What follows belongs to an exercise in optimizing a design on an open flow for small area, a short achievable clock period and few clock cycles per item; a production flow would make more cautious choices.
Only simulation tests tie the RTL to the original design; equivalence was not proved.

==> flow/design.v (excerpt) <==
module HitTest(
    input clk,
    input rst,
    input start,
    input rsel,
    input [15:0] x,
    input [15:0] y,
    input [15:0] notex,
    input [15:0] notey,
    input signed [15:0] indx,
    input signed [15:0] indy,
    output valJR,
    output valE,
    output valr,
    output valR,
    output reg ready
);
For scale: about 1800 cells after synthesis, roughly 110 I/O pins, ~18000 um2 of cells after synthesis.
==> flow/config.mk <==
export PLATFORM = sky130hd
export DESIGN_NAME = HitTest
export DESIGN_NICKNAME = HitTest
export VERILOG_FILES = /design/flow/design.v
export SDC_FILE = /design/flow/constraint.sdc
export NUM_CORES = 4
export LEC_CHECK = 0
export CAP_MARGIN = 20
export CORE_MARGIN = 2
export CORE_UTILIZATION = 70
export SETUP_SLACK_MARGIN = 2.5
export SLEW_MARGIN = 20
export SYNTH_HIERARCHICAL = 1
export SYNTH_MINIMUM_KEEP_SIZE = 0
==> flow/constraint.sdc <==
create_clock -name core_clock -period 10.0 [get_ports {clk}]
set_input_delay 2.0000 -clock core_clock [delete_from_list [all_inputs] [get_ports {clk}]]
set_output_delay 2.0000 -clock core_clock [all_outputs]
set_load 0.01 [all_outputs]
standard.sh (not shown) runs the stock make flow with config.mk's settings and CLKGATE_MAP_FILE= SYNTH_SCRIPT=/design/flow/synth_recipe.tcl, a recipe that flattens the netlist after the stock synthesis.
==> flow/flow/run.sh <==
#!/bin/bash
set -euo pipefail
B="BUFFER_PORTS_ARGS=-buffer_cell sky130_fd_sc_hd__buf_1"
R=orfs/results/sky130hd/HitTest/base
bash standard.sh "$B" floorplan > standard_floorplan.log 2>&1
cat > upsize.tcl <<EOT
read_liberty $FLOW_HOME/platforms/sky130hd/lib/sky130_fd_sc_hd__tt_025C_1v80.lib
read_db $R/2_floorplan.odb
set n 0
foreach inst [[ord::get_db_block] getInsts] {
  set name [\$inst getName]
  if {[[\$inst getMaster] getName] eq "sky130_fd_sc_hd__dfxtp_1" && [string match {n[ab][xy]*} \$name]} {
    replace_cell \$name sky130_fd_sc_hd__dfxtp_4
    incr n
  }
}
puts "upsized \$n registers"
write_db $R/2_floorplan.odb
EOT
openroad -no_init -exit upsize.tcl > upsize.log 2>&1
bash standard.sh "$B" finish > standard_finish.log 2>&1
Testbench counts at the start, summed over its fixed seeds: cycles 16,000, items 16,000.
==> next run, changes <==
--- a/flow/flow/run.sh
+++ b/flow/flow/run.sh
@@ -12,3 +12,3 @@
   if {[[\$inst getMaster] getName] eq "sky130_fd_sc_hd__dfxtp_1" && [string match {n[ab][xy]*} \$name]} {
-    replace_cell \$name sky130_fd_sc_hd__dfxtp_4
+    replace_cell \$name sky130_fd_sc_hd__dfxtp_2
     incr n
- CORE_UTILIZATION: 70 -> 60
Result:
- global-route usage is lower by 3.8 points
- worst hold slack degrades by 0.0090 ns
- worst setup slack degrades by 0.25 ns
- wire length is higher by about 1.8%
- design area is lower by 0.58%
- first-iteration DRC count is lower by about 22%
- die area came out higher by about 16%

* * *

Another version of the RTL of HitTest (not shown whole).
For scale: about 1800 cells after synthesis, ~70 flip-flops, ~0.019 sq mm of cells after synthesis.
==> flow/config.mk <==
export PLATFORM = sky130hd
export DESIGN_NAME = HitTest
export DESIGN_NICKNAME = HitTest
export VERILOG_FILES = /design/flow/design.v
export SDC_FILE = /design/flow/constraint.sdc
export NUM_CORES = 4
export LEC_CHECK = 0
export CAP_MARGIN = 20
export CORE_MARGIN = 2
export CORE_UTILIZATION = 40
export SETUP_SLACK_MARGIN = 3
export SLEW_MARGIN = 20
export SYNTH_HIERARCHICAL = 1
export SYNTH_MINIMUM_KEEP_SIZE = 0
==> flow/constraint.sdc <==
create_clock -name core_clock -period 10.0 [get_ports {clk}]
set_input_delay 2.0000 -clock core_clock [delete_from_list [all_inputs] [get_ports {clk}]]
set_output_delay 2.0000 -clock core_clock [all_outputs]
set_load 0.01 [all_outputs]
run.sh (not shown) runs the stock make flow with config.mk's settings and CLKGATE_MAP_FILE= SYNTH_SCRIPT=/design/flow/synth_recipe.tcl, a recipe that flattens the netlist after the stock synthesis.
Stock flow here: none of the scripts above is used.
The starting point passed the timing, design-rule and antenna checks.
Testbench counts at the start, summed over its fixed seeds: cycles 16,000, items 16,000.
Then changed:
--- a/flow/config.mk
+++ b/flow/config.mk
@@ -9,5 +9,5 @@
 export CORE_MARGIN = 2
 export CORE_UTILIZATION = 40
-export SETUP_SLACK_MARGIN = 3
+export SETUP_SLACK_MARGIN = 1
 export SLEW_MARGIN = 20
 export SYNTH_HIERARCHICAL = 1
What happened: Fmax goes down by 11%. Count of clock-buffer cells in the layout is lower by 1. Hold slack gains 0.095 ns. Global-route usage decreases by 0.46 points. Cell area drops by 4.0%. Worst setup slack loses 0.99 ns. Die area is unchanged. Utilization went down by 1.8 points.
Then changed:
--- a/flow/config.mk
+++ b/flow/config.mk
@@ -8,6 +8,6 @@
 export CAP_MARGIN = 20
 export CORE_MARGIN = 2
-export CORE_UTILIZATION = 40
-export SETUP_SLACK_MARGIN = 1
+export CORE_UTILIZATION = 60
+export SETUP_SLACK_MARGIN = 2.5
 export SLEW_MARGIN = 20
 export SYNTH_HIERARCHICAL = 1
Outcome: The new run ran to the end with no violations; maximum frequency goes up by 14%; synthesized cell count does not change.

-- port drivers added, routing unchanged --
The flow's constraints put no driver on any port. The routed layouts listed below were extracted and timed again, unchanged, in two steps. Step 1 assumes that a clkbuf_16 drives the clock port and a buf_2 every other input. Step 2 times the ports against the registers' clock, not the clock port: input delays grow and output delays shrink by t, the midpoint of the rising clock arrivals with the driver on. Slacks: no drivers / after step 1 / after step 2; pairs: no drivers / after step 1.
| run | t (ns) | setup slack, ns | pins driven straight from the clock port |
|---|---|---|---|
| the first run of note 1 | 0.369 | 2.980 / 2.944 / 3.313 | 1 |
| the second run of note 1 | 0.382 | 2.731 / 2.688 / 3.069 | 1 |
| the first run of note 2 | 0.415 | 2.317 / 2.266 / 2.681 | 1 |
| the second run of note 2 | 0.396 | 1.331 / 1.283 / 1.678 | 1 |
| the third run of note 2 | 0.381 | 2.392 / 2.349 / 2.408 | 1 |
After both steps setup and hold are still met in every run listed.
